What follows belongs to an exercise in optimizing a design on an open flow for small area, a short achievable clock period and few clock cycles; a production flow would make more cautious choices. Only simulation tests tie the RTL to the original design; equivalence was not proved. Power figures rest on the tool's default switching activity, not on a simulated workload.

v30:
==> flow/design.v <==
`timescale 1ns / 1ps
module mux_2_1(out, select, in1, in2);
parameter width = 5;
	output [width-1:0] out;
	input select;
	input [width-1:0] in1;
	input [width-1:0] in2;
	assign out = select ? in2:in1;
endmodule
`timescale 1ns / 1ps
module mux_3_1(out, select, in1, in2, in3);
parameter width = 5;
	output reg [width-1:0] out;
	input [1:0] select;
	input [width-1:0] in1;
	input [width-1:0] in2;
	input [width-1:0] in3;
	always@(select or in1 or in2 or in3)
	begin
		if(select == 2'b00)
			out <= in1;
		else if(select == 2'b01)
			out <= in2;
		else if(select == 2'b10)
			out <= in3;
		else
			out <= 1'b0;
	end
endmodule
`timescale 1ns / 1ps
module Ideal_ALU(A, Y, rdata, add, sub, slt, ld, tl, th, R, eq);
	input  [31:0] A, Y, rdata;
	input  add, sub, slt, ld;
	input  [3:0] tl, th;
	output [31:0] R;
	output eq;
	wire [31:0] sum = A + (Y ^ {32{sub}}) + {31'b0, sub};
	wire lt = (A[31] ^ Y[31]) ? A[31] : sum[31];
	wire [31:0] na = ~A, ny = ~Y;
	wire [31:0] lg_lo = ({32{tl[3]}} & A & Y) | ({32{tl[2]}} & A & ny) | ({32{tl[1]}} & na & Y) | ({32{tl[0]}} & na & ny);
	wire [31:0] lg_hi = ({32{th[3]}} & A & Y) | ({32{th[2]}} & A & ny) | ({32{th[1]}} & na & Y) | ({32{th[0]}} & na & ny);
	wire [31:0] lg = {lg_hi[31:16], lg_lo[15:0]};
	assign R = ({32{(add | sub) & ~slt}} & sum) | {31'b0, slt & lt} | ({32{ld}} & rdata) | lg;
	assign eq = (A == Y);
endmodule
module nbit_register_file(clk, we, wdata, raddr1, rdata1, raddr2, rdata2);
	input clk;
	input [31:0] we;       
	input [31:0] raddr1, raddr2;    
	input [31:0] wdata;
	output reg [31:0] rdata1, rdata2;
	reg [31:0] register_file [0:31];
	wire [31:0] dec1 = raddr1;
	wire [31:0] dec2 = raddr2;
	integer i;
	always @(*) begin
		rdata1 = 32'b0;
		rdata2 = 32'b0;
		for (i = 0; i < 32; i = i + 1) begin
			rdata1 = rdata1 | ({32{dec1[i]}} & register_file[i]);
			rdata2 = rdata2 | ({32{dec2[i]}} & register_file[i]);
		end
	end
	always @(posedge clk)
		for (i = 0; i < 32; i = i + 1)
			if (we[i])
				register_file[i] <= wdata;
endmodule
`timescale 1ns / 1ps
module FSM(
	input [31:0] instr,
	output j,         
	output wr,        
	output swi,       
	output br,        
	output bne,       
	output add,       
	output sub,       
	output slt,       
	output ld,        
	output [3:0] tl,  
	output [3:0] th,  
	output yimm,      
	output [31:0] yval,
	output rr1,       
	output rr2        
	);
	wire [5:0] op = instr[31:26];
	wire [15:0] imm = instr[15:0];
	wire [2:0] f = op[2:0];
	assign rr1 = (op[5:3] == 3'b010) | (op[5:3] == 3'b110) | (op[5:3] == 3'b100);
	assign rr2 = (op[5:3] == 3'b010) | (op[5:3] == 3'b110);
	assign j   = (op == 6'b000001);
	assign br  = (op[5:4] == 2'b10);
	assign bne = op[0];
	wire lwi = (op == 6'b111011);
	assign swi = (op == 6'b111100);
	wire li  = (op == 6'b111001);
	wire lui = (op == 6'b111010);
	wire alu = op[4] & ~lwi & ~swi & ~li & ~lui;    
	assign wr = op[4] & ~swi;
	assign ld  = lwi;
	assign add = alu & (f == 3'd2);
	assign sub = alu & ((f == 3'd3) | (f == 3'd7));
	assign slt = alu & (f == 3'd7);
	reg [3:0] t;
	always @(*) begin
		case (f)
			3'd0: t = 4'b1100;     
			3'd1: t = 4'b0011;     
			3'd4: t = 4'b1110;     
			3'd5: t = 4'b1000;     
			3'd6: t = 4'b0110;     
			default: t = 4'b0000;
		endcase
	end
	assign tl = li ? 4'b1010 : lui ? 4'b1100 : alu ? t : 4'b0000;
	assign th = li ? 4'b1100 : lui ? 4'b1010 : alu ? t : 4'b0000;
	wire sx = (f == 3'd2) | (f == 3'd3) | (f == 3'd7);
	assign yimm = (alu & op[5]) | li | lui;
	assign yval = li  ? {16'b0, imm} :
	              lui ? {imm, 16'b0} :
	              {{16{sx & imm[15]}}, imm};
endmodule
`timescale 1ns / 1ps
module CPU(
	input clk,
	input rst,
	output [31:0] PC_OUT,
	input [31:0] instr,
	output [15:0] dmem_addr,
	output [31:0] dmem_wdata,
	output dmem_we,
	input [31:0] dmem_rdata
	);
	reg [31:0] PC;
	assign PC_OUT = PC;
	reg [31:0] A2;        
	reg [31:0] Y2;        
	reg [15:0] imm2;      
	reg [31:0] we2;       
	reg        swi2;      
	reg        br2;       
	reg        bne2;      
	reg        pred2;     
	reg        add2;      
	reg        sub2;      
	reg        slt2;      
	reg        ld2;       
	reg [3:0]  tl2;       
	reg [3:0]  th2;       
	wire [4:0] rs = instr[25:21];
	wire [4:0] rt = instr[20:16];
	wire [4:0] rd = instr[15:11];
	wire [15:0] imm = instr[15:0];
	wire d_j, d_wr, d_swi, d_br, d_bne, d_add, d_sub, d_slt, d_ld, d_yimm, d_rr1, d_rr2;
	wire [3:0] d_tl, d_th;
	wire [31:0] d_yval;
	FSM dec (
		.instr(instr),
		.j(d_j), .wr(d_wr), .swi(d_swi), .br(d_br), .bne(d_bne),
		.add(d_add), .sub(d_sub), .slt(d_slt), .ld(d_ld),
		.tl(d_tl), .th(d_th),
		.yimm(d_yimm), .yval(d_yval),
		.rr1(d_rr1), .rr2(d_rr2)
	);
	wire [31:0] dec_rs = 32'b1 << rs;
	wire [31:0] dec_rt = 32'b1 << rt;
	wire [31:0] dec_rd = 32'b1 << rd;
	wire [31:0] selA = d_rr1 ? dec_rt : dec_rs;
	wire [31:0] selB = d_rr2 ? dec_rd : dec_rs;
	wire [31:0] res;
	wire eq;
	Ideal_ALU alu (
		.A(A2), .Y(Y2), .rdata(dmem_rdata),
		.add(add2), .sub(sub2), .slt(slt2), .ld(ld2), .tl(tl2), .th(th2),
		.R(res), .eq(eq)
	);
	wire taken = br2 & (eq ^ bne2 ^ pred2);
	wire kill = rst | taken;
	wire [31:0] d_we = {32{d_wr & ~kill}} & dec_rs;
	wire [31:0] rfA, rfB;
	nbit_register_file regFile (
		.clk(clk),
		.we(we2), .wdata(res),
		.raddr1(selA), .rdata1(rfA),
		.raddr2(selB), .rdata2(rfB)
	);
	wire fwdA = |(we2 & selA);
	wire fwdB = |(we2 & selB) & ~d_yimm;
	wire [31:0] A_next = fwdA ? res : rfA;
	wire [31:0] Y_next = fwdB ? res : (d_yimm ? d_yval : rfB);
	wire [31:0] PCp1 = PC + 32'd1;
	wire d_pred = d_br & imm[15];
	wire [32:0] ptarget_c = {PC, 1'b1} + {{16{imm[15]}}, imm, 1'b1};
	wire [31:0] ptarget = ptarget_c[32:1];
	wire [31:0] offs = {{16{imm2[15]}}, imm2} ^ {32{pred2}};
	wire [32:0] target_c = {PC, pred2} + {offs, pred2};
	wire [31:0] target = target_c[32:1];
	always @(posedge clk) begin
		if (rst)
			PC <= 32'b0;
		else if (taken)
			PC <= target;
		else if (d_j)
			PC <= {PCp1[31:26], instr[25:0]};
		else if (d_pred)
			PC <= ptarget;
		else
			PC <= PCp1;
	end
	always @(posedge clk) begin
		A2    <= A_next;
		Y2    <= Y_next;
		imm2  <= imm;
		bne2  <= d_bne;
		pred2 <= d_pred;
		add2  <= d_add;
		sub2  <= d_sub;
		slt2  <= d_slt;
		ld2   <= d_ld;
		tl2   <= d_tl;
		th2   <= d_th;
		we2   <= d_we;
		swi2  <= d_swi & ~kill;
		br2   <= d_br  & ~kill;
	end
	assign dmem_addr = imm2;
	assign dmem_wdata = Y2;
	assign dmem_we = swi2;
endmodule
Settings: LEC_CHECK=0, CAP_MARGIN=30, CORE_MARGIN=2, CORE_UTILIZATION=45, PLACE_DENSITY=0.6, SETUP_SLACK_MARGIN=3.0, SLEW_MARGIN=30; clock period 6.5 ns.
run.sh (not shown) runs the stock make flow with config.mk's settings and CLKGATE_MAP_FILE= SYNTH_SCRIPT=/design/flow/synth_recipe.tcl, a recipe that flattens the netlist after the stock synthesis.
Testbench counts of v30, summed over its fixed seeds: cycles 32,316.
diff inputs: v30 => v14
# v30
export LEC_CHECK = 0
export CAP_MARGIN = 30
export CORE_MARGIN = 2
export CORE_UTILIZATION = 45
export PLACE_DENSITY = 0.6
export SETUP_SLACK_MARGIN = 3.0
export SLEW_MARGIN = 30
create_clock -name core_clock -period 6.5 [get_ports {clk}]
# v14
export LEC_CHECK = 0
export CAP_MARGIN = 20
export CORE_MARGIN = 2
export CORE_UTILIZATION = 45
export PLACE_DENSITY = 0.6
export SETUP_SLACK_MARGIN = 3.0
export SLEW_MARGIN = 20
create_clock -name core_clock -period 6.5 [get_ports {clk}]
### Flow results
Every stage of v14 finished as expected; the final checks, on the other hand, flagged max-capacitance violations, max-slew violations, which means the layout fails.
Diff v30..v14 | clock network fraction of design power | negligible
Endpoint required time on the critical path: v14 < v30
v30 has lower share of power burned in combinational logic than v14.
Comparing v14 and v30, number of pins exceeding their max-slew limit in the final report is lower on v30.
The detailed-route via count of v14 and that of v30 are within noise of each other.
v14 against v30: period utilization saw an increase; clock-cell share of area picked up an extra 0.18 points; wire length reported by the detailed router climbed 1.1%.
Compared with v30, v14 shows non-clock buffer count higher by 25.
> inputs changed (v14 -> v37)
# v14
export LEC_CHECK = 0
export CAP_MARGIN = 20
export CORE_MARGIN = 2
export CORE_UTILIZATION = 45
export PLACE_DENSITY = 0.6
export SETUP_SLACK_MARGIN = 3.0
export SLEW_MARGIN = 20
create_clock -name core_clock -period 6.5 [get_ports {clk}]
# v37
export LEC_CHECK = 0
export CAP_MARGIN = 30
export CORE_MARGIN = 2
export CORE_UTILIZATION = 45
export CTS_CLUSTER_DIAMETER = 60
export CTS_CLUSTER_SIZE = 15
export PLACE_DENSITY = 0.6
export SETUP_SLACK_MARGIN = 3.0
export SLEW_MARGIN = 30
create_clock -name core_clock -period 6.5 [get_ports {clk}]
### Flow results
v37: done, clean on timing, DRC and antenna. Between v37 and v14, the share of the clock period used by the worst path after layout does not differ in any meaningful way. Re headroom to the max-slew limit: v37 is 21 points up on v14. v14 -> v37: number of buffers inserted for hold repair after clock tree synthesis delta 0, exact match. Looking at combinational cell fraction of total power, v37 sits 0.5 points higher than v14 does. Comparing v14 and v37, the higher count of clock-buffer cells in the layout was measured on v14.

re-timing with driven ports:
No port has a modelled driver above. Below, the same layouts with a new extraction and two added sets of constraints.
Step 1 sets driving cells, clkbuf_16 on the clock port and buf_2 on the other inputs (assumed; they add their load-dependent delay and slew).
Step 2, shift: input delay + t, output delay - t, t = (earliest + latest rising clock arrival at the registers) / 2. This alone moves slack from input paths to output paths.
a / b / c = ideal / step 1 / step 2; a / b = the first two.
run | t (ns) | setup slack, ns | hold WS [ns] | worst register clock-pin slew, ns
v30 | 0.824 | 2.807 / 2.821 / 1.997 | 0.485 / 0.485 / 0.485 | 0.07 / 0.07
v14 | 0.807 | 2.688 / 2.724 / 1.917 | 0.471 / 0.471 / 0.471 | 0.07 / 0.07
v37 | 0.780 | 2.682 / 2.699 / 1.918 | 0.476 / 0.476 / 0.476 | 0.08 / 0.08
The setup slack of v30, which loses most, moves by +0.014 ns with the drivers and by -0.810 ns with both steps.
